From an optimization exercise on the open Yosys and OpenROAD flow, aimed at small area and a short achievable clock period; shortcuts taken in it are not production practice.
RTL that was checked went through simulation tests only; none was proved equivalent to the original.
For runs 2 to 5, only the layout was checked, not whether the RTL still works.
Power figures rest on the tool's default switching activity, not on a simulated workload.

==> flow/run.sh <==
#!/bin/bash
# synth_recipe.tcl (not shown) runs the flow's synth.tcl, then flattens the netlist and writes it again
# the make line also repeats each setting of config.mk as NAME=value (left out here)
make -C /OpenROAD-flow-scripts/flow DESIGN_CONFIG=/design/flow/config.mk WORK_HOME=/design/flow/orfs CLKGATE_MAP_FILE= SYNTH_SCRIPT=/design/flow/synth_recipe.tcl finish
==> flow/config.mk <==
export PLATFORM = sky130hd
export DESIGN_NAME = multiplier
export DESIGN_NICKNAME = multiplier
export VERILOG_FILES = /design/flow/design.v
export SDC_FILE = /design/flow/constraint.sdc
export NUM_CORES = 4
export LEC_CHECK = 0
export CAP_MARGIN = 20
export CORE_MARGIN = 2
export CORE_UTILIZATION = 40
export SLEW_MARGIN = 20
==> flow/constraint.sdc <==
create_clock -name core_clock -period 13.0 [get_ports {Clk}]
set_input_delay 2.6000 -clock core_clock [delete_from_list [all_inputs] [get_ports {Clk}]]
set_output_delay 2.6000 -clock core_clock [all_outputs]
set_load 0.01 [all_outputs]
==> flow/design.v <==
module HA (S, Cout, A, B);
    output S;
    output Cout;
    input A;
    input B;
    xor (S, A, B);
    and (Cout, A, B);
endmodule
module FA (S, Cout, A, B, Cin);
    output S;
    output Cout;
    input A;
    input B;
    input Cin;
    wire ha1_S, ha1_Cout;
    wire ha2_Cout;
    HA ha1 (ha1_S, ha1_Cout, A, B);
    HA ha2 (S, ha2_Cout, ha1_S, Cin);
    or (Cout, ha2_Cout, ha1_Cout);
endmodule
module BoothRadix4 (
    output [15:0] Sign,
    output [16:0] PP7,
    output [16:0] PP6,
    output [16:0] PP5,
    output [16:0] PP4,
    output [16:0] PP3,
    output [16:0] PP2,
    output [16:0] PP1,
    output [16:0] PP0,
    input [15:0] InputA,              
    input [15:0] InputB               
);
    wire [16:0] tmp;
    wire [16:0] A;
    wire [16:0] _A;
    wire [16:0] A2;
    wire [16:0] _A2;
    assign A = (InputA[15] == 1'b1) ? {1'b1, InputA} : {1'b0, InputA};
    assign tmp = {InputB, 1'b0};
    assign A2 = A + A;
    assign _A = (~A + 1'b1);
    assign _A2 = (~A2 + 1'b1);
    assign PP0 = (tmp[2:0] == 3'b001) ? A :
            (tmp[2:0] == 3'b010) ? A :
            (tmp[2:0] == 3'b011) ? A2 :
            (tmp[2:0] == 3'b100) ? _A2 :
            (tmp[2:0] == 3'b101) ? _A :
            (tmp[2:0] == 3'b110) ? _A : 17'b0;
    buf (Sign[0], 1'b0);
    buf (Sign[1], PP0[16]);
    assign PP1 = (tmp[4:2] == 3'b001) ? A :
            (tmp[4:2] == 3'b010) ? A :
            (tmp[4:2] == 3'b011) ? A2 :
            (tmp[4:2] == 3'b100) ? _A2 :
            (tmp[4:2] == 3'b101) ? _A :
            (tmp[4:2] == 3'b110) ? _A : 17'b0;
    buf (Sign[2], 1'b0);
    buf (Sign[3], PP1[16]);
    assign PP2 = (tmp[6:4] == 3'b001) ? A :
            (tmp[6:4] == 3'b010) ? A :
            (tmp[6:4] == 3'b011) ? A2 :
            (tmp[6:4] == 3'b100) ? _A2 :
            (tmp[6:4] == 3'b101) ? _A :
            (tmp[6:4] == 3'b110) ? _A : 17'b0;
    buf (Sign[4], 1'b0);
    buf (Sign[5], PP2[16]);
    assign PP3 = (tmp[8:6] == 3'b001) ? A :
            (tmp[8:6] == 3'b010) ? A :
            (tmp[8:6] == 3'b011) ? A2 :
            (tmp[8:6] == 3'b100) ? _A2 :
            (tmp[8:6] == 3'b101) ? _A :
            (tmp[8:6] == 3'b110) ? _A : 17'b0;
    buf (Sign[6], 1'b0);
    buf (Sign[7], PP3[16]);
    assign PP4 = (tmp[10:8] == 3'b001) ? A :
            (tmp[10:8] == 3'b010) ? A :
            (tmp[10:8] == 3'b011) ? A2 :
            (tmp[10:8] == 3'b100) ? _A2 :
            (tmp[10:8] == 3'b101) ? _A :
            (tmp[10:8] == 3'b110) ? _A : 17'b0;
    buf (Sign[8], 1'b0);
    buf (Sign[9], PP4[16]);
    assign PP5 = (tmp[12:10] == 3'b001) ? A :
            (tmp[12:10] == 3'b010) ? A :
            (tmp[12:10] == 3'b011) ? A2 :
            (tmp[12:10] == 3'b100) ? _A2 :
            (tmp[12:10] == 3'b101) ? _A :
            (tmp[12:10] == 3'b110) ? _A : 17'b0;
    buf (Sign[10], 1'b0);
    buf (Sign[11], PP5[16]);
    assign PP6 = (tmp[14:12] == 3'b001) ? A :
            (tmp[14:12] == 3'b010) ? A :
            (tmp[14:12] == 3'b011) ? A2 :
            (tmp[14:12] == 3'b100) ? _A2 :
            (tmp[14:12] == 3'b101) ? _A :
            (tmp[14:12] == 3'b110) ? _A : 17'b0;
    buf (Sign[12], 1'b0);
    buf (Sign[13], PP6[16]);
    assign PP7 = (tmp[16:14] == 3'b001) ? A :
            (tmp[16:14] == 3'b010) ? A :
            (tmp[16:14] == 3'b011) ? A2 :
            (tmp[16:14] == 3'b100) ? _A2 :
            (tmp[16:14] == 3'b101) ? _A :
            (tmp[16:14] == 3'b110) ? _A : 17'b0;
    buf (Sign[14], 1'b0);
    buf (Sign[15], PP7[16]);
endmodule
module WallaceTree16X16Radix4 (
    output [31:0] OPA,
    output [31:0] OPB,
    input [16:0] PP7,
    input [16:0] PP6,
    input [16:0] PP5,
    input [16:0] PP4,
    input [16:0] PP3,
    input [16:0] PP2,
    input [16:0] PP1,
    input [16:0] PP0
);
    wire [16:0] A0S;
    wire [16:0] A0C;
    wire [16:0] A1S;
    wire [16:0] A1C;
    wire [17:0] B0S;
    wire [17:0] B0C;
    wire [16:0] B1S;
    wire [16:0] B1C;
    wire [22:0] C0S;
    wire [22:0] C0C;
    wire [24:0] D0S;
    wire [24:0] D0C;
    HA ha_A_0_0 (A0S[0], A0C[0], PP0[2], PP1[0]);
    HA ha_A_0_1 (A0S[1], A0C[1], PP0[3], PP1[1]);
    FA fa_A_0_2 (A0S[2], A0C[2], PP0[4], PP1[2], PP2[0]);
    FA fa_A_0_3 (A0S[3], A0C[3], PP0[5], PP1[3], PP2[1]);
    FA fa_A_0_4 (A0S[4], A0C[4], PP0[6], PP1[4], PP2[2]);
    FA fa_A_0_5 (A0S[5], A0C[5], PP0[7], PP1[5], PP2[3]);
    FA fa_A_0_6 (A0S[6], A0C[6], PP0[8], PP1[6], PP2[4]);
    FA fa_A_0_7 (A0S[7], A0C[7], PP0[9], PP1[7], PP2[5]);
    FA fa_A_0_8 (A0S[8], A0C[8], PP0[10], PP1[8], PP2[6]);
    FA fa_A_0_9 (A0S[9], A0C[9], PP0[11], PP1[9], PP2[7]);
    FA fa_A_0_10 (A0S[10], A0C[10], PP0[12], PP1[10], PP2[8]);
    FA fa_A_0_11 (A0S[11], A0C[11], PP0[13], PP1[11], PP2[9]);
    FA fa_A_0_12 (A0S[12], A0C[12], PP0[14], PP1[12], PP2[10]);
    FA fa_A_0_13 (A0S[13], A0C[13], PP0[15], PP1[13], PP2[11]);
    FA fa_A_0_14 (A0S[14], A0C[14], PP0[16], PP1[14], PP2[12]);
    HA ha_A_0_15 (A0S[15], A0C[15], PP1[15], PP2[13]);
    HA ha_A_0_16 (A0S[16], A0C[16], PP1[16], PP2[14]);
    HA ha_A_1_0 (A1S[0], A1C[0], PP3[2], PP4[0]);
    HA ha_A_1_1 (A1S[1], A1C[1], PP3[3], PP4[1]);
    FA fa_A_1_2 (A1S[2], A1C[2], PP3[4], PP4[2], PP5[0]);
    FA fa_A_1_3 (A1S[3], A1C[3], PP3[5], PP4[3], PP5[1]);
    FA fa_A_1_4 (A1S[4], A1C[4], PP3[6], PP4[4], PP5[2]);
    FA fa_A_1_5 (A1S[5], A1C[5], PP3[7], PP4[5], PP5[3]);
    FA fa_A_1_6 (A1S[6], A1C[6], PP3[8], PP4[6], PP5[4]);
    FA fa_A_1_7 (A1S[7], A1C[7], PP3[9], PP4[7], PP5[5]);
    FA fa_A_1_8 (A1S[8], A1C[8], PP3[10], PP4[8], PP5[6]);
    FA fa_A_1_9 (A1S[9], A1C[9], PP3[11], PP4[9], PP5[7]);
    FA fa_A_1_10 (A1S[10], A1C[10], PP3[12], PP4[10], PP5[8]);
    FA fa_A_1_11 (A1S[11], A1C[11], PP3[13], PP4[11], PP5[9]);
    FA fa_A_1_12 (A1S[12], A1C[12], PP3[14], PP4[12], PP5[10]);
    FA fa_A_1_13 (A1S[13], A1C[13], PP3[15], PP4[13], PP5[11]);
    FA fa_A_1_14 (A1S[14], A1C[14], PP3[16], PP4[14], PP5[12]);
    HA ha_A_1_15 (A1S[15], A1C[15], PP4[15], PP5[13]);
    HA ha_A_1_16 (A1S[16], A1C[16], PP4[16], PP5[14]);
    HA ha_B_0_0 (B0S[0], B0C[0], A0S[1], A0C[0]);
    HA ha_B_0_1 (B0S[1], B0C[1], A0S[2], A0C[1]);
    HA ha_B_0_2 (B0S[2], B0C[2], A0S[3], A0C[2]);
    FA fa_B_0_3 (B0S[3], B0C[3], A0S[4], A0C[3], PP3[0]);
    FA fa_B_0_4 (B0S[4], B0C[4], A0S[5], A0C[4], PP3[1]);
    FA fa_B_0_5 (B0S[5], B0C[5], A0S[6], A0C[5], A1S[0]);
    FA fa_B_0_6 (B0S[6], B0C[6], A0S[7], A0C[6], A1S[1]);
    FA fa_B_0_7 (B0S[7], B0C[7], A0S[8], A0C[7], A1S[2]);
    FA fa_B_0_8 (B0S[8], B0C[8], A0S[9], A0C[8], A1S[3]);
    FA fa_B_0_9 (B0S[9], B0C[9], A0S[10], A0C[9], A1S[4]);
    FA fa_B_0_10 (B0S[10], B0C[10], A0S[11], A0C[10], A1S[5]);
    FA fa_B_0_11 (B0S[11], B0C[11], A0S[12], A0C[11], A1S[6]);
    FA fa_B_0_12 (B0S[12], B0C[12], A0S[13], A0C[12], A1S[7]);
    FA fa_B_0_13 (B0S[13], B0C[13], A0S[14], A0C[13], A1S[8]);
    FA fa_B_0_14 (B0S[14], B0C[14], A0S[15], A0C[14], A1S[9]);
    FA fa_B_0_15 (B0S[15], B0C[15], A0S[16], A0C[15], A1S[10]);
    FA fa_B_0_16 (B0S[16], B0C[16], PP2[15], A0C[16], A1S[11]);
    HA ha_B_0_17 (B0S[17], B0C[17], PP2[16], A1S[12]);
    HA ha_B_1_0 (B1S[0], B1C[0], A1C[3], PP6[0]);
    HA ha_B_1_1 (B1S[1], B1C[1], A1C[4], PP6[1]);
    FA fa_B_1_2 (B1S[2], B1C[2], A1C[5], PP6[2], PP7[0]);
    FA fa_B_1_3 (B1S[3], B1C[3], A1C[6], PP6[3], PP7[1]);
    FA fa_B_1_4 (B1S[4], B1C[4], A1C[7], PP6[4], PP7[2]);
    FA fa_B_1_5 (B1S[5], B1C[5], A1C[8], PP6[5], PP7[3]);
    FA fa_B_1_6 (B1S[6], B1C[6], A1C[9], PP6[6], PP7[4]);
    FA fa_B_1_7 (B1S[7], B1C[7], A1C[10], PP6[7], PP7[5]);
    FA fa_B_1_8 (B1S[8], B1C[8], A1C[11], PP6[8], PP7[6]);
    FA fa_B_1_9 (B1S[9], B1C[9], A1C[12], PP6[9], PP7[7]);
    FA fa_B_1_10 (B1S[10], B1C[10], A1C[13], PP6[10], PP7[8]);
    FA fa_B_1_11 (B1S[11], B1C[11], A1C[14], PP6[11], PP7[9]);
    FA fa_B_1_12 (B1S[12], B1C[12], A1C[15], PP6[12], PP7[10]);
    FA fa_B_1_13 (B1S[13], B1C[13], A1C[16], PP6[13], PP7[11]);
    HA ha_B_1_14 (B1S[14], B1C[14], PP6[14], PP7[12]);
    HA ha_B_1_15 (B1S[15], B1C[15], PP6[15], PP7[13]);
    HA ha_B_1_16 (B1S[16], B1C[16], PP6[16], PP7[14]);
    HA ha_C_0_0 (C0S[0], C0C[0], B0S[1], B0C[0]);
    HA ha_C_0_1 (C0S[1], C0C[1], B0S[2], B0C[1]);
    HA ha_C_0_2 (C0S[2], C0C[2], B0S[3], B0C[2]);
    HA ha_C_0_3 (C0S[3], C0C[3], B0S[4], B0C[3]);
    HA ha_C_0_4 (C0S[4], C0C[4], B0S[5], B0C[4]);
    FA fa_C_0_5 (C0S[5], C0C[5], B0S[6], B0C[5], A1C[0]);
    FA fa_C_0_6 (C0S[6], C0C[6], B0S[7], B0C[6], A1C[1]);
    FA fa_C_0_7 (C0S[7], C0C[7], B0S[8], B0C[7], A1C[2]);
    FA fa_C_0_8 (C0S[8], C0C[8], B0S[9], B0C[8], B1S[0]);
    FA fa_C_0_9 (C0S[9], C0C[9], B0S[10], B0C[9], B1S[1]);
    FA fa_C_0_10 (C0S[10], C0C[10], B0S[11], B0C[10], B1S[2]);
    FA fa_C_0_11 (C0S[11], C0C[11], B0S[12], B0C[11], B1S[3]);
    FA fa_C_0_12 (C0S[12], C0C[12], B0S[13], B0C[12], B1S[4]);
    FA fa_C_0_13 (C0S[13], C0C[13], B0S[14], B0C[13], B1S[5]);
    FA fa_C_0_14 (C0S[14], C0C[14], B0S[15], B0C[14], B1S[6]);
    FA fa_C_0_15 (C0S[15], C0C[15], B0S[16], B0C[15], B1S[7]);
    FA fa_C_0_16 (C0S[16], C0C[16], B0S[17], B0C[16], B1S[8]);
    FA fa_C_0_17 (C0S[17], C0C[17], A1S[13], B0C[17], B1S[9]);
    HA ha_C_0_18 (C0S[18], C0C[18], A1S[14], B1S[10]);
    HA ha_C_0_19 (C0S[19], C0C[19], A1S[15], B1S[11]);
    HA ha_C_0_20 (C0S[20], C0C[20], A1S[16], B1S[12]);
    HA ha_C_0_21 (C0S[21], C0C[21], PP5[15], B1S[13]);
    HA ha_C_0_22 (C0S[22], C0C[22], PP5[16], B1S[14]);
    HA ha_D_0_0 (D0S[0], D0C[0], C0S[1], C0C[0]);
    HA ha_D_0_1 (D0S[1], D0C[1], C0S[2], C0C[1]);
    HA ha_D_0_2 (D0S[2], D0C[2], C0S[3], C0C[2]);
    HA ha_D_0_3 (D0S[3], D0C[3], C0S[4], C0C[3]);
    HA ha_D_0_4 (D0S[4], D0C[4], C0S[5], C0C[4]);
    HA ha_D_0_5 (D0S[5], D0C[5], C0S[6], C0C[5]);
    HA ha_D_0_6 (D0S[6], D0C[6], C0S[7], C0C[6]);
    HA ha_D_0_7 (D0S[7], D0C[7], C0S[8], C0C[7]);
    FA fa_D_0_8 (D0S[8], D0C[8], C0S[9], C0C[8], B1C[0]);
    FA fa_D_0_9 (D0S[9], D0C[9], C0S[10], C0C[9], B1C[1]);
    FA fa_D_0_10 (D0S[10], D0C[10], C0S[11], C0C[10], B1C[2]);
    FA fa_D_0_11 (D0S[11], D0C[11], C0S[12], C0C[11], B1C[3]);
    FA fa_D_0_12 (D0S[12], D0C[12], C0S[13], C0C[12], B1C[4]);
    FA fa_D_0_13 (D0S[13], D0C[13], C0S[14], C0C[13], B1C[5]);
    FA fa_D_0_14 (D0S[14], D0C[14], C0S[15], C0C[14], B1C[6]);
    FA fa_D_0_15 (D0S[15], D0C[15], C0S[16], C0C[15], B1C[7]);
    FA fa_D_0_16 (D0S[16], D0C[16], C0S[17], C0C[16], B1C[8]);
    FA fa_D_0_17 (D0S[17], D0C[17], C0S[18], C0C[17], B1C[9]);
    FA fa_D_0_18 (D0S[18], D0C[18], C0S[19], C0C[18], B1C[10]);
    FA fa_D_0_19 (D0S[19], D0C[19], C0S[20], C0C[19], B1C[11]);
    FA fa_D_0_20 (D0S[20], D0C[20], C0S[21], C0C[20], B1C[12]);
    FA fa_D_0_21 (D0S[21], D0C[21], C0S[22], C0C[21], B1C[13]);
    FA fa_D_0_22 (D0S[22], D0C[22], B1S[15], C0C[22], B1C[14]);
    HA ha_D_0_23 (D0S[23], D0C[23], B1S[16], B1C[15]);
    HA ha_D_0_24 (D0S[24], D0C[24], PP7[15], B1C[16]);
    assign OPA = {1'b0, PP7[16], D0S[24:0], C0S[0], B0S[0], A0S[0], PP0[1], PP0[0]};
    assign OPB = {1'b0, D0C[24:0], 6'b000000};
endmodule
module CarrySelectAdder3 (
    output [2:0] Sum,
    output Cout,
    input [2:0] A,
    input [2:0] B,
    input Cin
);
    wire [2:0] g, p, c0, c1, c;
    assign g = A & B;
    assign p = A | B;
    assign c0[0] = g[0];
    assign c0[1] = (p[1] & c0[0]) | g[1];
    assign c0[2] = (p[2] & c0[1]) | g[2];
    assign c1[0] = g[0] | p[0];
    assign c1[1] = (p[1] & c1[0]) | g[1];
    assign c1[2] = (p[2] & c1[1]) | g[2];
    assign c = (Cin ? c1 : c0);
    assign Sum = A ^ B ^ {c[1:0], Cin};
    assign Cout = c[2];
endmodule
module CarrySelectAdder4 (
    output [3:0] Sum,
    output Cout,
    input [3:0] A,
    input [3:0] B,
    input Cin
);
    wire [3:0] g, p, c0, c1, c;
    assign g = A & B;
    assign p = A | B;
    assign c0[0] = g[0];
    assign c0[1] = (p[1] & c0[0]) | g[1];
    assign c0[2] = (p[2] & c0[1]) | g[2];
    assign c0[3] = (p[3] & c0[2]) | g[3];
    assign c1[0] = g[0] | p[0];
    assign c1[1] = (p[1] & c1[0]) | g[1];
    assign c1[2] = (p[2] & c1[1]) | g[2];
    assign c1[3] = (p[3] & c1[2]) | g[3];
    assign c = (Cin ? c1 : c0);
    assign Sum = A ^ B ^ {c[2:0], Cin};
    assign Cout = c[3];
endmodule
module CarrySelectAdder5 (
    output [4:0] Sum,
    output Cout,
    input [4:0] A,
    input [4:0] B,
    input Cin
);
    wire [4:0] g, p, c0, c1, c;
    assign g = A & B;
    assign p = A | B;
    assign c0[0] = g[0];
    assign c0[1] = (p[1] & c0[0]) | g[1];
    assign c0[2] = (p[2] & c0[1]) | g[2];
    assign c0[3] = (p[3] & c0[2]) | g[3];
    assign c0[4] = (p[4] & c0[3]) | g[4];
    assign c1[0] = g[0] | p[0];
    assign c1[1] = (p[1] & c1[0]) | g[1];
    assign c1[2] = (p[2] & c1[1]) | g[2];
    assign c1[3] = (p[3] & c1[2]) | g[3];
    assign c1[4] = (p[4] & c1[3]) | g[4];
    assign c = (Cin ? c1 : c0);
    assign Sum = A ^ B ^ {c[3:0], Cin};
    assign Cout = c[4];
endmodule
module CarrySelectAdder6 (
    output [5:0] Sum,
    output Cout,
    input [5:0] A,
    input [5:0] B,
    input Cin
);
    wire [5:0] g, p, c0, c1, c;
    assign g = A & B;
    assign p = A | B;
    assign c0[0] = g[0];
    assign c0[1] = (p[1] & c0[0]) | g[1];
    assign c0[2] = (p[2] & c0[1]) | g[2];
    assign c0[3] = (p[3] & c0[2]) | g[3];
    assign c0[4] = (p[4] & c0[3]) | g[4];
    assign c0[5] = (p[5] & c0[4]) | g[5];
    assign c1[0] = g[0] | p[0];
    assign c1[1] = (p[1] & c1[0]) | g[1];
    assign c1[2] = (p[2] & c1[1]) | g[2];
    assign c1[3] = (p[3] & c1[2]) | g[3];
    assign c1[4] = (p[4] & c1[3]) | g[4];
    assign c1[5] = (p[5] & c1[4]) | g[5];
    assign c = (Cin ? c1 : c0);
    assign Sum = A ^ B ^ {c[4:0], Cin};
    assign Cout = c[5];
endmodule
module CarrySelectAdder7 (
    output [6:0] Sum,
    output Cout,
    input [6:0] A,
    input [6:0] B,
    input Cin
);
    wire [6:0] g, p, c0, c1, c;
    assign g = A & B;
    assign p = A | B;
    assign c0[0] = g[0];
    assign c0[1] = (p[1] & c0[0]) | g[1];
    assign c0[2] = (p[2] & c0[1]) | g[2];
    assign c0[3] = (p[3] & c0[2]) | g[3];
    assign c0[4] = (p[4] & c0[3]) | g[4];
    assign c0[5] = (p[5] & c0[4]) | g[5];
    assign c0[6] = (p[6] & c0[5]) | g[6];
    assign c1[0] = g[0] | p[0];
    assign c1[1] = (p[1] & c1[0]) | g[1];
    assign c1[2] = (p[2] & c1[1]) | g[2];
    assign c1[3] = (p[3] & c1[2]) | g[3];
    assign c1[4] = (p[4] & c1[3]) | g[4];
    assign c1[5] = (p[5] & c1[4]) | g[5];
    assign c1[6] = (p[6] & c1[5]) | g[6];
    assign c = (Cin ? c1 : c0);
    assign Sum = A ^ B ^ {c[5:0], Cin};
    assign Cout = c[6];
endmodule
module SquareRootCarrySelectAdder32 (
    output [31:0] Sum,
    output Cout,
    input [31:0] A,
    input [31:0] B,
    input Cin
);
    wire CoutA, CoutB, CoutC, CoutD, CoutE;
    CarrySelectAdder3 csa3 (Sum[2:0], CoutA, A[2:0], B[2:0], Cin);
    CarrySelectAdder4 csa4 (Sum[6:3], CoutB, A[6:3], B[6:3], CoutA);
    CarrySelectAdder5 csa5 (Sum[11:7], CoutC, A[11:7], B[11:7], CoutB);
    CarrySelectAdder6 csa6 (Sum[17:12], CoutD, A[17:12], B[17:12], CoutC);
    CarrySelectAdder7 csa7_0 (Sum[24:18], CoutE, A[24:18], B[24:18], CoutD);
    CarrySelectAdder7 csa7_1 (Sum[31:25], Cout, A[31:25], B[31:25], CoutE);
endmodule
module Mul (
    output [31:0] R,
    input [15:0] X,
    input [15:0] Y
);
    wire [16:0] PP0;
    wire [16:0] PP1;
    wire [16:0] PP2;
    wire [16:0] PP3;
    wire [16:0] PP4;
    wire [16:0] PP5;
    wire [16:0] PP6;
    wire [16:0] PP7;
    wire [31:0] OPA;
    wire [31:0] OPB;
    wire [15:0] Sign;
    wire [31:0] SignCompensate;
    wire [31:0] TmpResult;
    BoothRadix4 br4 (Sign, PP7, PP6, PP5, PP4, PP3, PP2, PP1, PP0, X, Y);
    WallaceTree16X16Radix4 wt16x16r4 (OPA, OPB, PP7, PP6, PP5, PP4, PP3, PP2, PP1, PP0);
    SquareRootCarrySelectAdder32 srcsa32_0 (.Sum(SignCompensate), .Cout(), .A({~Sign, 16'b0}), .B({15'b0, 1'b1, 16'b0}), .Cin(1'b0));
    SquareRootCarrySelectAdder32 srcsa32_1 (.Sum(TmpResult), .Cout(), .A(OPA), .B(OPB), .Cin(1'b0));
    wire [31:0] BoothResult;
    SquareRootCarrySelectAdder32 srcsa32_2 (.Sum(BoothResult), .Cout(), .A(TmpResult), .B(SignCompensate), .Cin(1'b0));
    wire [31:0] NegY15;
    assign NegY15 = (~{{16{Y[15]}}, Y} + 32'd1) << 15;
    assign R = (X == 16'h8000) ? NegY15 : BoothResult;
endmodule
module Outputer (
    output reg Ready,
    output reg Valid,
    output reg [31:0] R,
    input [31:0] tmpR,
    input Clk,
    input Rst
);
    reg [3:0] Counter;
    always @ (posedge Clk or negedge Rst) begin
        if (Rst == 1'b0) begin
            Counter <= 4'd8;
        end
        else if (Counter > 4'd0) begin
            Counter <= Counter - 1'b1;
        end
        else begin
            Counter <= 4'd8;
        end
    end
    always @ (posedge Clk) begin
        if (Counter == 4'd8) begin
            R <= 32'd0;
            Valid <= 1'b0;
            Ready <= 1'b1;
        end
        else if (Counter == 4'd0) begin
            R <= tmpR;
            Valid <= 1'b1;
            Ready <= 1'b0;
        end
        else begin
            R <= 32'd0;
            Valid <= 1'b0;
            Ready <= 1'b0;
        end
    end
endmodule
module multiplier (
    output Ready,
    output Valid,
    output [31:0] R,
    input [15:0] X,
    input [15:0] Y,
    input Clk,
    input Rst
);
    wire [31:0] tmpR;
    Mul mul_1 (tmpR, X, Y);
    Outputer o_0 (Ready, Valid, R, tmpR, Clk, Rst);
endmodule
module MulCheck (p, a, b);
    input signed [15:0] a, b;
    output signed [31:0] p;
    assign p = a * b;
endmodule
==> results.py, run 1 <==
metrics = {
    "place": {
        "place_ws_ps": -638,
        "port_buffers": 67,
        "place_congestion": 1.01,
        "place_inst": 2106,
        "dpl_cell_area_um2": 13600,
        "post-dp-hpwl_mm": 41.0,
    },
    "clock_tree": {
        "cts_buffers": 5,
        "htreeDepth": 2,
        "root_buffer": "clkbuf_16",
        "clock-sinks": 38,
        "clk_path_buf_depth": 2,
        "clk_latency_ps": 300,
        "tritoncts": "built",
        "path_clk_slew_ps": 70,
    },
    "final_layout": {
        "synthToLayoutAreaGrowth_pct": 24.3,
        "nFillCells": 2788,
        "post-route-util": 0.506,
        "drive_above_1_share": 0.188,
        "fin_nets": 1973,
        "final_area_um2": 14100,
        "finalNonFillerCells": 2127,
    },
    "grt": {
        "grt_pass1_vias": 12500,
        "met1_usage": 0.451,
        "grt_pass1_wl_mm": 77.0,
        "antenna_found_initial": 1,
        "gr-usage-met3": 0.0526,
        "grt_max_degree": 47,
        "grt-busiest-layer": "met2",
        "globalRouteTotalUtil": 0.352,
        "grt-ovfl-total": 0,
        "grt_use_met2": 0.579,
    },
    "logic_synthesis": {
        "synth_enable_flop_cells": 0,
        "ys_dominant_reg_cell": "dfxtp_1",
        "syn_avg_cell_area_um2": 7.19,
        "synth_commonest_cells": "inv_1 (173), nor2_1 (157), a21oi_1 (147)",
        "yosys.area.top_type": "fa_1",
        "ys_seq_elements": 38,
        "yosys.cell_count.top_type": "inv_1",
        "syn-cell-area_um2": 11300,
        "yosys-top-cells-area": "fa_1 (15%), ha_1 (12%), a21oi_1 (6.5%)",
        "yosysWarnings": 1,
        "yosysSeqAreaShare": 0.0690,
        "syn-num-nets": 1802,
        "synth.top_cell.area_share": 0.152,
        "async_flop_share": 0.105,
        "yosysUniqueCellTypes": 78,
        "syn_inst": 1576,
    },
    "worst_setup_path": {
        "cp_slowest_cell": "or4b_4",
        "end_kind": "flop",
        "slowest_delay_ps": 580,
        "crit_fanout": 4,
        "reg2reg_slack_ps": 10360,
        "path_class": "primary input to flop",
        "cp.arrival_ps": 12740,
        "startpoint_type": "primary input",
        "cp.required_ps": 13220,
    },
    "flow_run": {
        "drv_cap": 0,
    },
    "sta": {
        "final.period_utilization": 0.963,
        "setup_tns_ps": 0,
        "layout_setup_ws_ps": 479,
        "fmax_mhz": 79.9,
        "setup-violations-final": 0,
        "fin_skew_ps": 5.87,
        "slew_violations": 0,
        "maxSlewHeadroom": 0.263,
        "hold_violations": 0,
        "hold_ws_ps": 506,
        "tightestPinTransition_ps": 1100,
        "post-route-min-period_ps": 12520,
    },
    "floorplanning": {
        "initial_utilization": 0.407,
        "die_y_um": 172,
        "fp.dieW_um": 172,
        "fp.dieArea_um2": 29700,
        "core_um2": 27900,
        "rows": 61,
        "ios": 68,
    },
    "power_and_ir_drop": {
        "p_leak_nw": 6.31,
        "finalPower_mw": 3.71,
        "powerDensity_nw_per_um2": 263,
        "vdd.ir_drop.worst_mv": 0.359,
    },
    "detailed_routing": {
        "routedWlPerCell_um": 24.5,
        "drtAntennaViolNets": 0,
        "dr.first_iter.drc_count": 1413,
        "first_pass_iters": 6,
        "drt-total-wl_mm": 52.1,
        "route.detailed.drc": 0,
        "viasPerCell": 6.07,
        "vias": 12900,
    },
    "run_status": {
        "outcome": "timing/DRC/antenna clean",
    },
    "hold_path": {
        "min_path_type": "flop to flop",
    },
}
routing by layer:
metal	wire, um	share of wire	vias to the layer above
met5	0	0	-
met4	2960	0.057	0
met3	4520	0.087	148
met2	24000	0.46	740
met1	20700	0.40	6179
li1	-	-	5835
flip-flops by register name, indices dropped and copies added, names as in the netlist:
name	count
o_0.Valid	1
o_0.Ready	1
o_0.Counter	4
o_0.R	32
layout make-up:
class                   count  area [um2]  area share
multi-input cells        1213        9500       0.674
repair buffers            314        2480       0.176
flip-flops and latches     38         782      0.0555
inverters                 175         657      0.0466
well taps                 378         473      0.0336
clock buffers               5         125     0.00888
clock inverters             3        68.8     0.00488
diodes                      1        2.50    0.000178
worst max-delay path, delay by kind of cell:
family / cells / cell delay (ps)
simple gates: 11 / 2070
compound gates: 20 / 2960
mux: 1 / 160
xor+xnor: 3 / 500
buf+inv: 6 / 790
fa+ha+maj: 10 / 3610
placed cells by master, fill, tap and decap left out, types with 6 or more instances in the layout:
cell type,n
o21ai_0,106
a221o_1,14
fa_1,81
o22ai_1,33
a221oi_1,46
buf_2,6
o211ai_1,9
nand2b_1,19
a21oi_1,137
a21o_1,12
a211o_1,7
nand2_1,119
and3_1,11
a22oi_1,52
xnor2_1,43
inv_1,171
a21oi_2,10
mux2i_1,18
nor4_1,6
nand3_1,8
clkdlybuf4s50_1,56
buf_4,247
and2_1,9
ha_1,103
o22a_1,12
xor2_1,38
nor3_1,15
a211oi_1,18
nor2b_1,10
dfxtp_1,34
nor2_1,153
a31oi_1,14
kinds of logic after synthesis:
logic type,after synthesis,synth area share
AOI/OAI and AO/OA,525,0.302
xor gates and xnor gates,86,0.0665
adders and majority gates,194,0.271
buffers and inverters,325,0.112
DFF,38,0.0690
muxes,20,0.0178
and+or+nand+nor,388,0.162
path summary, 6_finish.rpt:
check,from,endpoint,depth (start not counted)
hold / removal,o_0.Counter[0]$_DFF_PN0_,o_0.Counter[0]$_DFF_PN0_,1
setup reg to reg,o_0.Counter[0]$_DFF_PN0_,o_0.R[1]$_SDFF_PP0_,5
max in group asynchronous,Rst,o_0.Counter[3]$_DFF_PN1_,1
hold reg to reg,o_0.Counter[0]$_DFF_PN0_,o_0.Counter[0]$_DFF_PN0_,1
min in group asynchronous,Rst,o_0.Counter[2]$_DFF_PN0_,1
setup / recovery,X[3],o_0.R[31]$_SDFF_PP0_,51
power by group:
part	leakage (nW)	internal, mW	switching, mW	total [mW]
combinational	5.90	1.65	1.77	3.42
sequential	0.316	0.117	0	0.117
clock	0.0940	0.111	0.0622	0.173
timing repair:
action	in CTS	in global routing
pin swaps	33	39
resized for setup	28	21
hold buffers	0	0
endpoints found under the setup margin	1	2
buffers inserted	8	4
==> run 2, diff against run 1 <==
==> flow/design.v (replaced) <==
module multiplier (
    output Ready,
    output Valid,
    output [31:0] R,
    input [15:0] X,
    input [15:0] Y,
    input Clk,
    input Rst
);
    reg [3:0] cnt;
    always @(posedge Clk or negedge Rst) begin
        if (!Rst)
            cnt <= 4'd8;
        else if (cnt == 4'd0)
            cnt <= 4'd8;
        else
            cnt <= cnt - 4'd1;
    end
    reg ready_r, valid_r;
    always @(posedge Clk) begin
        ready_r <= (cnt == 4'd8);
        valid_r <= (cnt == 4'd0);
    end
    wire first = (cnt == 4'd7);    
    reg [2:0] trip;
    always @(*) begin
        case (cnt[2:0])
            3'd7: trip = Y[3:1];
            3'd6: trip = Y[5:3];
            3'd5: trip = Y[7:5];
            3'd4: trip = Y[9:7];
            3'd3: trip = Y[11:9];
            3'd2: trip = Y[13:11];
            default: trip = Y[15:13];
        endcase
    end
    reg one_r, two_r, neg_r;
    always @(posedge Clk) begin
        one_r <= trip[1] ^ trip[0];
        two_r <= (trip[2] & ~trip[1] & ~trip[0]) | (~trip[2] & trip[1] & trip[0]);
        neg_r <= trip[2];
    end
    wire one = first ? Y[0] : one_r;
    wire two = first ? (Y[1] & ~Y[0]) : two_r;
    wire neg = first ? Y[1] : neg_r;
    wire [16:0] xs = {X[15], X};
    wire [16:0] x2 = {X, 1'b0};
    wire [16:0] pp = (({17{one}} & xs) | ({17{two}} & x2)) ^ {17{neg}};
    reg [15:0] acc_hi;
    reg [15:0] lo;
    wire [15:0] a = first ? 16'd0 : acc_hi;
    wire [17:0] s = {{2{a[15]}}, a} + {pp[16], pp} + {17'd0, neg};
    always @(posedge Clk) begin
        acc_hi <= s[17:2];
        lo <= {s[1:0], lo[15:2]};
    end
    assign Ready = ready_r;
    assign Valid = valid_r;
    assign R = {32{valid_r}} & {acc_hi, lo};
endmodule
==> results.py, run 2 <==
metrics = {
    "floorplanning": {
        "initial_utilization": 0.408,
        "fp.dieW_um": 86.5,
        "rows": 30,
        "core_um2": 6680,
        "die_y_um": 86.5,
        "ios": 68,
        "fp.dieArea_um2": 7490,
    },
    "worst_setup_path": {
        "end_kind": "flop",
        "cp.required_ps": 13230,
        "crit_fanout": 16,
        "cp.arrival_ps": 5880,
        "path_class": "primary input to flop",
        "startpoint_type": "primary input",
    },
    "grt": {
        "grt-ovfl-total": 0,
        "grt-busiest-layer": "met2",
        "grt_pass1_vias": 2193,
        "globalRouteTotalUtil": 0.168,
        "grt_max_degree": 34,
        "met1_usage": 0.245,
        "gr-usage-met3": 0.0314,
        "grt_pass1_wl_mm": 10.2,
        "antenna_found_initial": 0,
        "grt_use_met2": 0.257,
    },
    "power_and_ir_drop": {
        "p_leak_nw": 1.45,
        "vdd.ir_drop.worst_mv": 0.0765,
        "powerDensity_nw_per_um2": 173,
    },
    "clock_tree": {
        "postCtsHoldBufs": 0,
        "path_clk_slew_ps": 80,
        "post_cts_resized": 0,
        "cts_buffers": 5,
        "clock-sinks": 41,
        "tritoncts": "built",
        "clk_path_buf_depth": 2,
        "htreeDepth": 2,
        "post_cts_buffers": 0,
        "root_buffer": "clkbuf_8",
        "clk_latency_ps": 300,
    },
    "logic_synthesis": {
        "ys_dominant_reg_cell": "dfxtp_1",
        "synth_top_family_by_area": "simple AND/OR/NAND/NOR gates",
        "yosysWarnings": 1,
        "syn_inst": 316,
        "async_flop_share": 0.0976,
        "yosys.area.top_type": "dfxtp_1",
        "synth-compound-area-share": 0.202,
        "synth.top_cell.area_share": 0.272,
        "syn_avg_cell_area_um2": 8.62,
        "synth-adder-area-share": 0.0854,
        "yosys-top-cells-area": "dfxtp_1 (27%), and2_1 (11%), ha_1 (7.8%)",
        "syn-cell-area_um2": 2730,
        "yosys.cell_count.top_type": "and2_1",
        "synth_xor_area_frac": 0.0964,
        "yosysUniqueCellTypes": 53,
        "syn-num-nets": 368,
        "yosysSeqAreaShare": 0.309,
        "synthSimpleGateAreaFrac": 0.251,
        "synth_enable_flop_cells": 0,
        "synth_commonest_cells": "and2_1 (50), dfxtp_1 (37), xnor2_1 (22)",
        "ys_seq_elements": 41,
        "synth_mux_area_frac": 0.0133,
    },
    "final_layout": {
        "reg_top3": "acc_hi x16, lo x16, cnt x4",
        "synthToLayoutAreaGrowth_pct": 28.6,
        "fin_nets": 425,
        "post-route-util": 0.525,
        "final_common_cell": "clkdlybuf4s50_1",
        "layout_common_cells": "clkdlybuf4s50_1 (67), and2_1 (50), dfxtp_1 (37)",
        "diodes": 0,
        "drive_above_1_share": 0.0401,
        "nFillCells": 667,
    },
    "sta": {
        "post-route-min-period_ps": 5650,
        "hold_violations": 0,
        "maxSlewHeadroom": 0.436,
        "setup_tns_ps": 0,
        "slew_violations": 0,
        "rsz0062_at_grt": "no",
        "final.period_utilization": 0.435,
        "layout_setup_ws_ps": 7350,
        "tightestPinTransition_ps": 845,
        "fmax_mhz": 177,
        "fin_skew_ps": 3.55,
        "setup-violations-final": 0,
    },
    "run_status": {
        "outcome": "timing/DRC/antenna clean",
    },
    "place": {
        "port_buffers": 67,
        "place_ws_ps": 6720,
        "post-dp-hpwl_mm": 4.65,
        "place_congestion": 0.817,
    },
    "detailed_routing": {
        "viasPerCell": 5.28,
        "drtAntennaViolNets": 0,
        "drt-total-wl_mm": 6.26,
        "dr.first_iter.drc_count": 89,
        "vias": 2398,
        "routedWlPerCell_um": 13.8,
        "first_pass_iters": 4,
        "route.detailed.drc": 0,
    },
    "flow_run": {
        "drv_cap": 0,
    },
    "hold_path": {
        "min_path_type": "flop to flop",
    },
}
==> run 2: cell types whose count changed after synthesis, moves of 97 or more <==
| cell | delta |
|---|---|
| a21oi_1 | -135 |
| clkbuf_1 | -116 |
| inv_1 | -165 |
| nand2_1 | -99 |
| nor2_1 | -140 |
| o21ai_0 | -97 |
==> run 2: critical path, cell delays in order <==
cell and delay, ps:
clkdlybuf4s50_1 450, nand2b_1 170, o21ai_2 570, a22oi_1 170
xnor2_1 180, ha_1 350, o21ai_0 260, a211oi_1 80
a211o_1 290, a221o_1 350, a41oi_1 260, xnor2_1 140
==> run 2: kinds of logic (layout without fill, tap and decap cells) <==
kind of cell	count (synthesis)	count (layout)
simple gates	120	120
compound gates	79	79
flops	41	41
xor+xnor	30	30
buf+inv	25	83
fa+ha+maj	18	18
mux	3	3
==> run 2: report_power, final <==
part	internal, mW	switching [mW]	leakage, nW	total [mW]
registers	0.180	0.0179	0.354	0.198
logic	0.147	0.172	1.05	0.319
clock network	0.0393	0.0493	0.0495	0.0886
total	0.366	0.239	1.45	0.606
==> run 2: cell type report <==
type	instances	area, um2	share of cell area
Clock buffer	5	68.8	0.0196
Inverter	8	30.0	0.00857
Tap cell	80	100	0.0286
Clock inverter	3	23.8	0.00678
Timing Repair Buffer	67	671	0.191
Sequential cell	41	842	0.240
Multi-Input combinational cell	250	1770	0.505
==> run 2: worst paths after layout <==
| kind | start | end | depth (start not counted) | slack, ps |
|---|---|---|---|---|
| max in group asynchronous | Rst | cnt[3]$_DFF_PN1_ | 1 | 10270 |
| worst min register to register | lo[7]$_DFF_P_ | lo[5]$_DFF_P_ | 0 | 350 |
| worst min-delay path | lo[7]$_DFF_P_ | lo[5]$_DFF_P_ | 0 | 350 |
| worst max-delay path | Y[0] | acc_hi[14]$_DFF_P_ | 12 | 7350 |
| min in group asynchronous | Rst | cnt[1]$_DFF_PN0_ | 1 | 2490 |
| worst max register to register | cnt[2]$_DFF_PN0_ | acc_hi[14]$_DFF_P_ | 11 | 8970 |
==> run 2: layer usage <==
metal,vias up,wire [um]
met5,-,0
met4,0,75
met3,7,354
met2,79,2670
met1,1083,3160
li1,1229,-
==> run 2: metrics by stage <==
step / hold WS, ps / power [mW] / area (um2) / instances
after floorplan: 324 / 0.446 / 2730 / 316
after detailed placement: 329 / 0.516 / 3410 / 446
final: 349 / 0.606 / 3500 / 454
after global routing: 357 / 0.658 / 3500 / 454
after CTS: 349 / 0.608 / 3500 / 454
after global placement: 329 / 0.516 / 3410 / 446
==> run 3, diff against run 2 <==
==> flow/flow/run.sh (new file) <==
#!/bin/bash
set -o pipefail
cp standard.sh standard_copy.sh.log 2>/dev/null
export BUFFER_PORTS_ARGS="-buffer_cell sky130_fd_sc_hd__buf_1"
bash standard.sh > standard.log 2>&1
==> flow/standard.sh (new file) <==
#!/bin/bash
# synth_recipe.tcl (not shown) runs the flow's synth.tcl, then flattens the netlist and writes it again
# the make line also repeats each setting of config.mk as NAME=value (left out here)
make -C /OpenROAD-flow-scripts/flow DESIGN_CONFIG=/design/flow/config.mk WORK_HOME=/design/flow/orfs CLKGATE_MAP_FILE= SYNTH_SCRIPT=/design/flow/synth_recipe.tcl "${@:-finish}"
removed: flow/run.sh
==> results.py, run 3 <==
metrics = {
    "detailed_routing": {
        "route.detailed.drc": 0,
        "vias": 2370,
        "dr.first_iter.drc_count": 88,
        "drtAntennaViolNets": 0,
        "routedWlPerCell_um": 13.2,
        "drt-total-wl_mm": 5.99,
        "viasPerCell": 5.22,
        "first_pass_iters": 4,
    },
    "hold_path": {
        "hold-path-endpoint": "lo[10]$_DFF_P_",
        "holdPathStages": 0,
        "hp-start": "lo[12]$_DFF_P_",
        "min_path_type": "flop to flop",
    },
    "clock_tree": {
        "clk_path_buf_depth": 2,
        "cts_buffers": 5,
        "clk_latency_ps": 300,
        "clock-sinks": 41,
        "post_cts_buffers": 0,
        "path_clk_slew_ps": 90,
        "postCtsHoldBufs": 0,
        "root_buffer": "clkbuf_8",
        "tritoncts": "built",
        "post_cts_resized": 0,
        "htreeDepth": 2,
    },
    "power_and_ir_drop": {
        "p_leak_nw": 1.29,
        "powerDensity_nw_per_um2": 193,
        "vdd.ir_drop.worst_mv": 0.0653,
    },
    "logic_synthesis": {
        "ys_dominant_reg_cell": "dfxtp_1",
        "syn-cell-area_um2": 2730,
        "syn_avg_cell_area_um2": 8.62,
        "yosys.area.top_type": "dfxtp_1",
        "syn-num-nets": 368,
        "yosysSeqAreaShare": 0.309,
        "synth_commonest_cells": "and2_1 (50), dfxtp_1 (37), xnor2_1 (22)",
        "syn_inst": 316,
        "yosys-top-cells-area": "dfxtp_1 (27%), and2_1 (11%), ha_1 (7.8%)",
        "ys_seq_elements": 41,
        "yosys.cell_count.top_type": "and2_1",
        "yosysUniqueCellTypes": 53,
        "async_flop_share": 0.0976,
        "synth.top_cell.area_share": 0.272,
        "yosysWarnings": 1,
        "synth_enable_flop_cells": 0,
    },
    "run_status": {
        "outcome": "timing/DRC/antenna clean",
    },
    "place": {
        "place_congestion": 0.904,
        "post-dp-hpwl_mm": 4.50,
        "port_buffers": 67,
        "place_ws_ps": 7150,
    },
    "worst_setup_path": {
        "reg2reg_slack_ps": 9030,
        "startpoint_type": "primary input",
        "cp.arrival_ps": 5460,
        "crit_path_start": "Y[0]",
        "crit_fanout": 16,
        "reg2regPathDepth": 11,
        "end_kind": "flop",
        "cp.required_ps": 13230,
        "path_class": "primary input to flop",
        "regToRegEndpoint": "acc_hi[14]$_DFF_P_",
        "worstReg2RegStart": "cnt[2]$_DFF_PN0_",
    },
    "final_layout": {
        "ff_latch_area_um2": 842,
        "synthToLayoutAreaGrowth_pct": 13.2,
        "diodes": 0,
        "post-route-util": 0.462,
        "final_common_cell": "buf_1",
        "nFillCells": 702,
        "fin_nets": 425,
        "drive_above_1_share": 0.0401,
        "layout_common_cells": "buf_1 (67), and2_1 (50), dfxtp_1 (37)",
        "reg_top3": "acc_hi x16, lo x16, cnt x4",
        "multi_input_area_um2": 1770,
    },
    "grt": {
        "antenna_found_initial": 0,
        "grt-ovfl-total": 0,
        "grt_pass1_wl_mm": 9.85,
        "grt_max_degree": 34,
        "globalRouteTotalUtil": 0.165,
        "grt_pass1_vias": 2139,
    },
    "sta": {
        "rsz0062_at_grt": "no",
        "final.period_utilization": 0.402,
        "setup-violations-final": 0,
        "post-route-min-period_ps": 5230,
        "hold_violations": 0,
        "slew_violations": 0,
        "maxSlewHeadroom": 0.423,
        "fmax_mhz": 191,
        "tightestPinTransition_ps": 864,
        "setup_tns_ps": 0,
        "fin_skew_ps": 10.1,
        "layout_setup_ws_ps": 7770,
    },
    "floorplanning": {
        "core_um2": 6680,
        "fp.dieArea_um2": 7490,
        "die_y_um": 86.5,
        "initial_utilization": 0.408,
        "fp.dieW_um": 86.5,
        "rows": 30,
        "ios": 68,
    },
    "flow_run": {
        "drv_cap": 0,
    },
}
==> run 3: cell counts after synthesis <==
Identical to the previous run, type by type.
==> run 3: worst max path at each step <==
stage                         endpoint  slack [ps]
finish              acc_hi[14]$_DFF_P_        7770
global route         acc_hi[5]$_DFF_P_        7500
CTS                 acc_hi[14]$_DFF_P_        7450
detailed placement  acc_hi[14]$_DFF_P_        7150
global placement    acc_hi[14]$_DFF_P_        7200
floorplan           acc_hi[14]$_DFF_P_        7870
==> run 3: cells by family (layout without fill, tap and decap cells) <==
logic type / count (synthesis) / in the layout / synth area share
muxes: 3 / 3 / 0.0133
DFF: 41 / 41 / 0.309
adders and majority gates: 18 / 18 / 0.0854
AOI/OAI and AO/OA: 79 / 79 / 0.202
buffers and inverters: 25 / 83 / 0.0432
and+or+nand+nor: 120 / 120 / 0.251
xor gates and xnor gates: 30 / 30 / 0.0964
==> run 3: critical path, stage by stage <==
cell and delay (ps):
buf_1 90, nand2b_1 150, o21ai_2 550, a22oi_1 170, xnor2_1 170, ha_1 400
a21oi_2 250, a21oi_1 100, a211o_1 250, a221o_1 340, a41oi_1 260, xnor2_1 140
==> run 3: cell type report <==
cell class	count	share of cell area
Sequential cell	41	0.273
Tap cell	80	0.0324
Timing Repair Buffer	67	0.0815
Clock buffer	5	0.0223
Inverter	8	0.00973
Clock inverter	3	0.00770
Multi-Input combinational cell	250	0.573
==> run 3: power breakdown <==
group | internal [mW] | leakage (nW) | switching (mW) | total [mW]
clock | 0.0390 | 0.0491 | 0.0497 | 0.0887
combinational | 0.140 | 0.884 | 0.169 | 0.310
sequential | 0.180 | 0.354 | 0.0176 | 0.197
==> run 3: routing by layer <==
metal  vias to the layer above  part of all wire  GRT usage
met5                         -                 0          0
met4                         0             0.012     0.0426
met3                         6             0.049     0.0400
met2                        62              0.46      0.264
met1                      1074              0.48      0.223
li1                       1228                 -          -
==> run 3: through the flow <==
step                instance area (um2)  hold WS [ps]  std cells  total power [mW]
floorplan                          2730           324        316             0.446
global placement                   2990           326        446             0.507
detailed placement                 2990           330        446             0.508
CTS                                3080           341        454             0.602
global route                       3090           342        454             0.651
finish                             3090           346        454             0.596
==> run 4, diff against run 3 <==
==> flow/flow/run.sh (replaced) <==
#!/bin/bash
set -o pipefail
export BUFFER_PORTS_ARGS="-buffer_cell sky130_fd_sc_hd__buf_1"
export SETUP_SLACK_MARGIN=9.0
bash standard.sh > standard.log 2>&1
==> results.py, run 4 <==
metrics = {
    "run_status": {
        "outcome": "timing/DRC/antenna clean",
    },
    "detailed_routing": {
        "first_pass_iters": 5,
        "routedWlPerCell_um": 14.5,
        "vias": 2581,
        "drt-total-wl_mm": 6.99,
        "dr.first_iter.drc_count": 88,
        "drtAntennaViolNets": 0,
        "route.detailed.drc": 0,
        "viasPerCell": 5.35,
    },
    "grt": {
        "grt_pass1_vias": 2415,
        "globalRouteTotalUtil": 0.182,
        "grt-ovfl-total": 0,
        "grt_max_degree": 34,
        "grt_pass1_wl_mm": 10.9,
        "antenna_found_initial": 0,
    },
    "place": {
        "port_buffers": 67,
        "place_congestion": 0.882,
        "post-dp-hpwl_mm": 4.57,
        "place_ws_ps": 7610,
        "place_inst": 446,
    },
    "floorplanning": {
        "core_um2": 6680,
        "rows": 30,
        "fp.dieW_um": 86.5,
        "initial_utilization": 0.408,
        "ios": 68,
        "fp.dieArea_um2": 7490,
        "die_y_um": 86.5,
    },
    "logic_synthesis": {
        "async_flop_share": 0.0976,
        "synth_commonest_cells": "and2_1 (50), dfxtp_1 (37), xnor2_1 (22)",
        "ys_seq_elements": 41,
        "syn-num-nets": 368,
        "yosys.area.top_type": "dfxtp_1",
        "synth_enable_flop_cells": 0,
        "syn-cell-area_um2": 2730,
        "yosysWarnings": 1,
        "yosys.cell_count.top_type": "and2_1",
        "yosys-top-cells-area": "dfxtp_1 (27%), and2_1 (11%), ha_1 (7.8%)",
        "syn_inst": 316,
        "syn_avg_cell_area_um2": 8.62,
        "synth.top_cell.area_share": 0.272,
        "ys_dominant_reg_cell": "dfxtp_1",
        "yosysSeqAreaShare": 0.309,
        "yosysUniqueCellTypes": 53,
    },
    "final_layout": {
        "final_common_cell": "buf_1",
        "finalNonFillerCells": 482,
        "synthToLayoutAreaGrowth_pct": 31.7,
        "diodes": 0,
        "drive_above_1_share": 0.206,
        "nFillCells": 647,
        "ff_latch_area_um2": 846,
        "layout_common_cells": "buf_1 (65), and2_1 (50), dfxtp_1 (36)",
        "reg_top3": "acc_hi x16, lo x16, cnt x4",
        "fin_nets": 453,
        "multi_input_area_um2": 2020,
    },
    "clock_tree": {
        "postCtsHoldBufs": 0,
        "clk_latency_ps": 310,
        "clock-sinks": 41,
        "clk_path_buf_depth": 2,
        "root_buffer": "clkbuf_8",
        "cts_buffers": 5,
        "path_clk_slew_ps": 90,
        "htreeDepth": 2,
        "tritoncts": "built",
    },
    "worst_setup_path": {
        "crit_fanout": 5,
        "crit_path_start": "Y[0]",
        "regToRegEndpoint": "acc_hi[12]$_DFF_P_",
        "worstReg2RegStart": "cnt[2]$_DFF_PN0_",
        "end_kind": "flop",
        "reg2reg_slack_ps": 9330,
        "reg2regPathDepth": 13,
        "slowest_delay_ps": 350,
        "cp_slowest_cell": "a221o_1",
        "cp-endpoint": "acc_hi[12]$_DFF_P_",
        "cp.required_ps": 13230,
        "crit_chain": "buf_6, nand2b_4, o21ai_4, buf_6, a22oi_2, xnor2_1, ha_2, nand4_1, a211oi_2, a211o_1, a221o_1, a31oi_1, xnor2_1",
        "startpoint_type": "primary input",
        "path_class": "primary input to flop",
        "cp.arrival_ps": 5020,
    },
    "sta": {
        "tightestPinTransition_ps": 603,
        "setup-violations-final": 0,
        "hold_violations": 0,
        "hold_ws_ps": 346,
        "maxSlewHeadroom": 0.598,
        "rsz0062_at_grt": "yes",
        "fin_skew_ps": 11.8,
        "setup_tns_ps": 0,
        "layout_setup_ws_ps": 8220,
        "post-route-min-period_ps": 4780,
        "fmax_mhz": 209,
        "slew_violations": 0,
        "final.period_utilization": 0.368,
    },
    "hold_path": {
        "min_path_type": "flop to flop",
        "holdPathStages": 0,
    },
    "power_and_ir_drop": {
        "vdd.ir_drop.worst_mv": 0.0789,
        "powerDensity_nw_per_um2": 209,
        "finalPower_uw": 752,
        "p_leak_nw": 1.48,
    },
    "flow_run": {
        "drv_cap": 0,
    },
}
## run 4: final cells by class
cell class | count | share of cell area
multi-input combinational | 250 | 0.562
sequential | 41 | 0.236
timing repair buffer | 95 | 0.140
tap | 80 | 0.0279
clock buffer | 5 | 0.0192
inverter | 8 | 0.00837
clock inverter | 3 | 0.00662
## run 4: worst min path at each step
stage / from / endpoint / slack (ps)
after global placement: lo[3]$_DFF_P_ / lo[1]$_DFF_P_ / 330
final: lo[13]$_DFF_P_ / lo[11]$_DFF_P_ / 350
after detailed placement: lo[9]$_DFF_P_ / lo[7]$_DFF_P_ / 330
after CTS: lo[13]$_DFF_P_ / lo[11]$_DFF_P_ / 340
after floorplan: lo[2]$_DFF_P_ / lo[0]$_DFF_P_ / 320
after global routing: lo[10]$_DFF_P_ / lo[8]$_DFF_P_ / 350
## run 4: logic make-up after synthesis
| logic type | count (synthesis) | synth area share |
|---|---|---|
| multiplexers | 3 | 0.0133 |
| buffers and inverters | 25 | 0.0432 |
| adder cells (fa/ha/maj) | 18 | 0.0854 |
| AND/OR/NAND/NOR | 120 | 0.251 |
| XOR/XNOR | 30 | 0.0964 |
| AO/OA/AOI/OAI | 79 | 0.202 |
| flip-flops | 41 | 0.309 |
## run 4: power by group
group          internal [mW]  leakage (nW)  switching [mW]  total (mW)
registers              0.180         0.354          0.0178       0.197
clock network         0.0390        0.0491          0.0521      0.0911
logic                  0.227          1.08           0.237       0.463
total                  0.445          1.48           0.307       0.752
## run 4: stage by stage
stage | area, um2 | utilization
after detailed placement | 3050 | 0.457
after global routing | 3590 | 0.537
after floorplan | 2810 | -
after global placement | 3050 | 0.457
after CTS | 3440 | 0.515
final | 3590 | 0.537
## run 4: timing repair
| item | 4_1_cts | 5_1_grt |
|---|---|---|
| resized for setup | 35 | 14 |
| setup endpoints to repair | 50 | 41 |
| setup buffers | 18 | 10 |
| pin swaps | 22 | 9 |
## run 4: per-layer routing
layer / up-vias / share of wire / GRT usage
li1: 1288 / - / -
met1: 1213 / 0.47 / 0.229
met2: 72 / 0.48 / 0.320
met3: 8 / 0.045 / 0.0333
met4: 0 / 0.011 / 0.0455
met5: - / 0 / 0
## run 4: worst max-delay path: cells and delay by family
family	cells	cell delay, ps
buffers and inverters	2	250
xor gates and xnor gates	2	350
adders and majority gates	1	340
AOI/OAI and AO/OA	6	1160
and+or+nand+nor	2	290
==> run 5, diff against run 4 <==
--- a/flow/design.v
+++ b/flow/design.v
@@ -22,6 +22,9 @@
         valid_r <= (cnt == 4'd0);
     end
     wire first = (cnt == 4'd7);    
+    reg [15:0] xr;
+    always @(posedge Clk)
+        xr <= X;
     reg [2:0] trip;
     always @(*) begin
         case (cnt[2:0])
@@ -40,19 +43,27 @@
         two_r <= (trip[2] & ~trip[1] & ~trip[0]) | (~trip[2] & trip[1] & trip[0]);
         neg_r <= trip[2];
     end
-    wire one = first ? Y[0] : one_r;
-    wire two = first ? (Y[1] & ~Y[0]) : two_r;
-    wire neg = first ? Y[1] : neg_r;
-    wire [16:0] xs = {X[15], X};
-    wire [16:0] x2 = {X, 1'b0};
-    wire [16:0] pp = (({17{one}} & xs) | ({17{two}} & x2)) ^ {17{neg}};
+    wire one0 = Y[0];
+    wire two0 = Y[1] & ~Y[0];
+    wire neg0 = Y[1];
+    wire [16:0] pp0 = (({17{one0}} & {X[15], X}) | ({17{two0}} & {X, 1'b0})) ^ {17{neg0}};
+    wire [2:0] low0 = {1'b0, pp0[1:0]} + {2'b0, neg0};    
+    wire [16:0] pp = (({17{one_r}} & {xr[15], xr}) | ({17{two_r}} & {xr, 1'b0})) ^ {17{neg_r}};
     reg [15:0] acc_hi;
     reg [15:0] lo;
-    wire [15:0] a = first ? 16'd0 : acc_hi;
-    wire [17:0] s = {{2{a[15]}}, a} + {pp[16], pp} + {17'd0, neg};
+    reg pend;                       
+    wire [15:0] a = acc_hi + {15'd0, pend};
+    wire [17:0] s = {{2{a[15]}}, a} + {pp[16], pp} + {17'd0, neg_r};
     always @(posedge Clk) begin
-        acc_hi <= s[17:2];
-        lo <= {s[1:0], lo[15:2]};
+        if (first) begin
+            acc_hi <= {pp0[16], pp0[16:2]};
+            lo <= {low0[1:0], lo[15:2]};
+            pend <= low0[2];
+        end else begin
+            acc_hi <= s[17:2];
+            lo <= {s[1:0], lo[15:2]};
+            pend <= 1'b0;
+        end
     end
     assign Ready = ready_r;
     assign Valid = valid_r;
==> flow/flow/run.sh (replaced) <==
#!/bin/bash
set -o pipefail
cp standard.sh standard_copy.sh.log 2>/dev/null
export BUFFER_PORTS_ARGS="-buffer_cell sky130_fd_sc_hd__buf_1"
bash standard.sh > standard.log 2>&1
==> results.py, run 5 <==
metrics = {
    "run_status": {
        "outcome": "timing/DRC/antenna clean",
    },
    "clock_tree": {
        "post_cts_resized": 0,
        "clk_path_buf_depth": 2,
        "cts_buffers": 9,
        "post_cts_buffers": 0,
        "htreeDepth": 3,
        "clk_latency_ps": 340,
        "postCtsHoldBufs": 0,
        "root_buffer": "clkbuf_8",
        "path_clk_slew_ps": 70,
        "tritoncts": "built",
        "clock-sinks": 58,
    },
    "worst_setup_path": {
        "reg2regPathDepth": 12,
        "startpoint_type": "flop",
        "path_class": "flop to primary output",
        "crit_fanout": 33,
        "reg2reg_slack_ps": 9940,
        "slowest_delay_ps": 850,
        "regToRegEndpoint": "acc_hi[9]$_DFF_P_",
        "end_kind": "primary output",
        "crit_chain": "and2_1, buf_1",
        "cp.arrival_ps": 1580,
        "cp_slowest_cell": "dfxtp_1",
        "worstReg2RegStart": "acc_hi[0]$_DFF_P_",
        "cp.required_ps": 10400,
    },
    "sta": {
        "fin_skew_ps": 6.78,
        "post-route-min-period_ps": 4180,
        "fmax_mhz": 239,
        "setup-violations-final": 0,
        "setup_tns_ps": 0,
        "final.period_utilization": 0.322,
        "slew_violations": 0,
        "rsz0062_at_grt": "no",
        "layout_setup_ws_ps": 8820,
        "hold_violations": 0,
        "tightestPinTransition_ps": 891,
        "maxSlewHeadroom": 0.405,
    },
    "final_layout": {
        "drive_above_1_share": 0.0569,
        "nFillCells": 925,
        "final_common_cell": "buf_1",
        "fin_nets": 543,
        "reg_top3": "acc_hi x16, lo x16, xr x16",
        "diodes": 0,
        "synthToLayoutAreaGrowth_pct": 14.4,
        "layout_common_cells": "buf_1 (67), dfxtp_1 (54), xnor2_1 (38), a21oi_1 (38), and2_1 (37)",
    },
    "floorplanning": {
        "initial_utilization": 0.406,
        "ios": 68,
        "fp.dieW_um": 99.9,
        "fp.dieArea_um2": 9990,
        "die_y_um": 99.9,
        "core_um2": 9060,
        "rows": 35,
    },
    "power_and_ir_drop": {
        "vdd.ir_drop.worst_mv": 0.0773,
        "p_leak_nw": 1.68,
        "powerDensity_nw_per_um2": 192,
        "finalPower_uw": 808,
    },
    "detailed_routing": {
        "drt-total-wl_mm": 8.39,
        "route.detailed.drc": 0,
        "dr.first_iter.drc_count": 148,
        "first_pass_iters": 5,
        "vias": 3178,
        "routedWlPerCell_um": 13.9,
        "viasPerCell": 5.27,
        "drtAntennaViolNets": 0,
    },
    "logic_synthesis": {
        "syn-cell-area_um2": 3680,
        "yosys.area.top_type": "dfxtp_1",
        "syn-num-nets": 488,
        "yosysWarnings": 1,
        "async_flop_share": 0.0690,
        "ys_dominant_reg_cell": "dfxtp_1",
        "yosysSeqAreaShare": 0.321,
        "synth_enable_flop_cells": 0,
        "yosys.cell_count.top_type": "dfxtp_1",
        "syn_inst": 432,
        "yosys-top-cells-area": "dfxtp_1 (29%), xnor2_1 (9.0%), ha_1 (7.1%)",
        "synth.top_cell.area_share": 0.294,
        "ys_seq_elements": 58,
        "yosysUniqueCellTypes": 57,
        "synth_commonest_cells": "dfxtp_1 (54), a21oi_1 (38), xnor2_1 (38)",
        "syn_avg_cell_area_um2": 8.52,
    },
    "place": {
        "port_buffers": 67,
        "place_ws_ps": 9040,
        "post-dp-hpwl_mm": 6.42,
        "place_congestion": 0.939,
    },
    "grt": {
        "grt_max_degree": 36,
        "antenna_found_initial": 0,
        "grt_pass1_wl_mm": 13.8,
        "globalRouteTotalUtil": 0.175,
        "grt_pass1_vias": 2909,
        "grt-ovfl-total": 0,
    },
    "hold_path": {
        "holdPathStages": 0,
        "hp-start": "lo[11]$_DFF_P_",
        "hold-path-endpoint": "lo[9]$_DFF_P_",
        "min_path_type": "flop to flop",
    },
    "flow_run": {
        "drv_cap": 0,
    },
}
[run 5: critical path: cells and delay by family (launching register included)]
family / cells / cell delay (ps)
AND/OR/NAND/NOR: 1 / 230
buffers and inverters: 1 / 150
flip-flops: 1 / 850
[run 5: final cells by class]
class | instances | area, um2 | share of cell area
clock inverters | 5 | 60.1 | 0.0143
repair buffers | 70 | 274 | 0.0650
inverters | 12 | 45.0 | 0.0107
flip-flops and latches | 58 | 1180 | 0.281
multi-input cells | 336 | 2350 | 0.558
clock buffers | 11 | 163 | 0.0386
well taps | 111 | 139 | 0.0330
[run 5: logic make-up after synthesis]
logic type               Yosys count  share of synthesized area
buffers and inverters             38                     0.0421
XOR/XNOR                          59                      0.140
AO/OA/AOI/OAI                    108                      0.188
flip-flops                        58                      0.321
AND/OR/NAND/NOR                  141                      0.211
multiplexers                       6                     0.0204
adder cells (fa/ha/maj)           22                     0.0768
[run 5: through the flow]
step	area (um2)	util	std cells	hold WS [ps]
floorplan	3680	-	432	324
global placement	3980	0.439	587	326
detailed placement	3990	0.440	587	330
CTS	4210	0.465	603	341
global route	4210	0.465	603	344
finish	4210	0.465	603	346
[run 5: how the worst max path moves through the flow]
stage                     from        endpoint  slack [ps]  cells after the start
3_3_place_gp              Y[1]  lo[15]$_DFF_P_        9090                      7
2_1_floorplan             Y[1]  lo[15]$_DFF_P_        8970                      7
5_1_grt        valid_r$_DFF_P_           R[24]        8590                      2
3_5_place_dp              Y[1]  lo[15]$_DFF_P_        9040                      7
6_report       valid_r$_DFF_P_            R[8]        8820                      2
4_1_cts        valid_r$_DFF_P_            R[8]        8760                      2
[run 5: power breakdown]
part           total (mW)  leakage, nW  switching, mW  internal [mW]
Combinational       0.355         1.07          0.193          0.162
Clock               0.181        0.111         0.0756          0.106
Sequential          0.272        0.497         0.0390          0.233
[run 5: routing by layer]
| metal | GRT usage | part of all wire | vias to the layer above |
|---|---|---|---|
| met5 | 0 | 0 | - |
| met3 | 0.0529 | 0.071 | 7 |
| met2 | 0.269 | 0.43 | 91 |
| li1 | - | - | 1640 |
| met1 | 0.241 | 0.48 | 1440 |
| met4 | 0.0443 | 0.011 | 0 |

==> afterwards: timing with drivers on the ports <==
The results above use ideal ports. As a check the final layouts listed here were re-extracted and re-timed, cells and wires unchanged. Step 1 sets driving cells, clkbuf_16 on the clock port and buf_2 on the other inputs (assumed; they add their load-dependent delay and slew). Step 2, shift: input delay + t, output delay - t, t = (earliest + latest rising clock arrival at the registers) / 2. This alone moves slack from input paths to output paths. a / b / c = no drivers / after step 1 / after step 2; a / b = the first two.
run	shift t [ns]	setup slack, ns	worst setup path after step 2	worst slew at a driven data input, ns
run 1	0.348	0.479 / 0.506 / 0.157	input to register	0.10
run 2	0.325	7.351 / 7.358 / 7.034	input to register	0.04
run 3	0.326	7.771 / 7.777 / 7.452	input to register	0.03
run 4	0.330	8.219 / 8.218 / 7.888	input to register	0.04
run 5	0.365	8.820 / 8.789 / 9.016	input to register	0.05
After both steps every run listed still meets setup and hold. The setup slack of run 4, which loses most, moves by -0.001 ns with the drivers and by -0.331 ns with both steps.
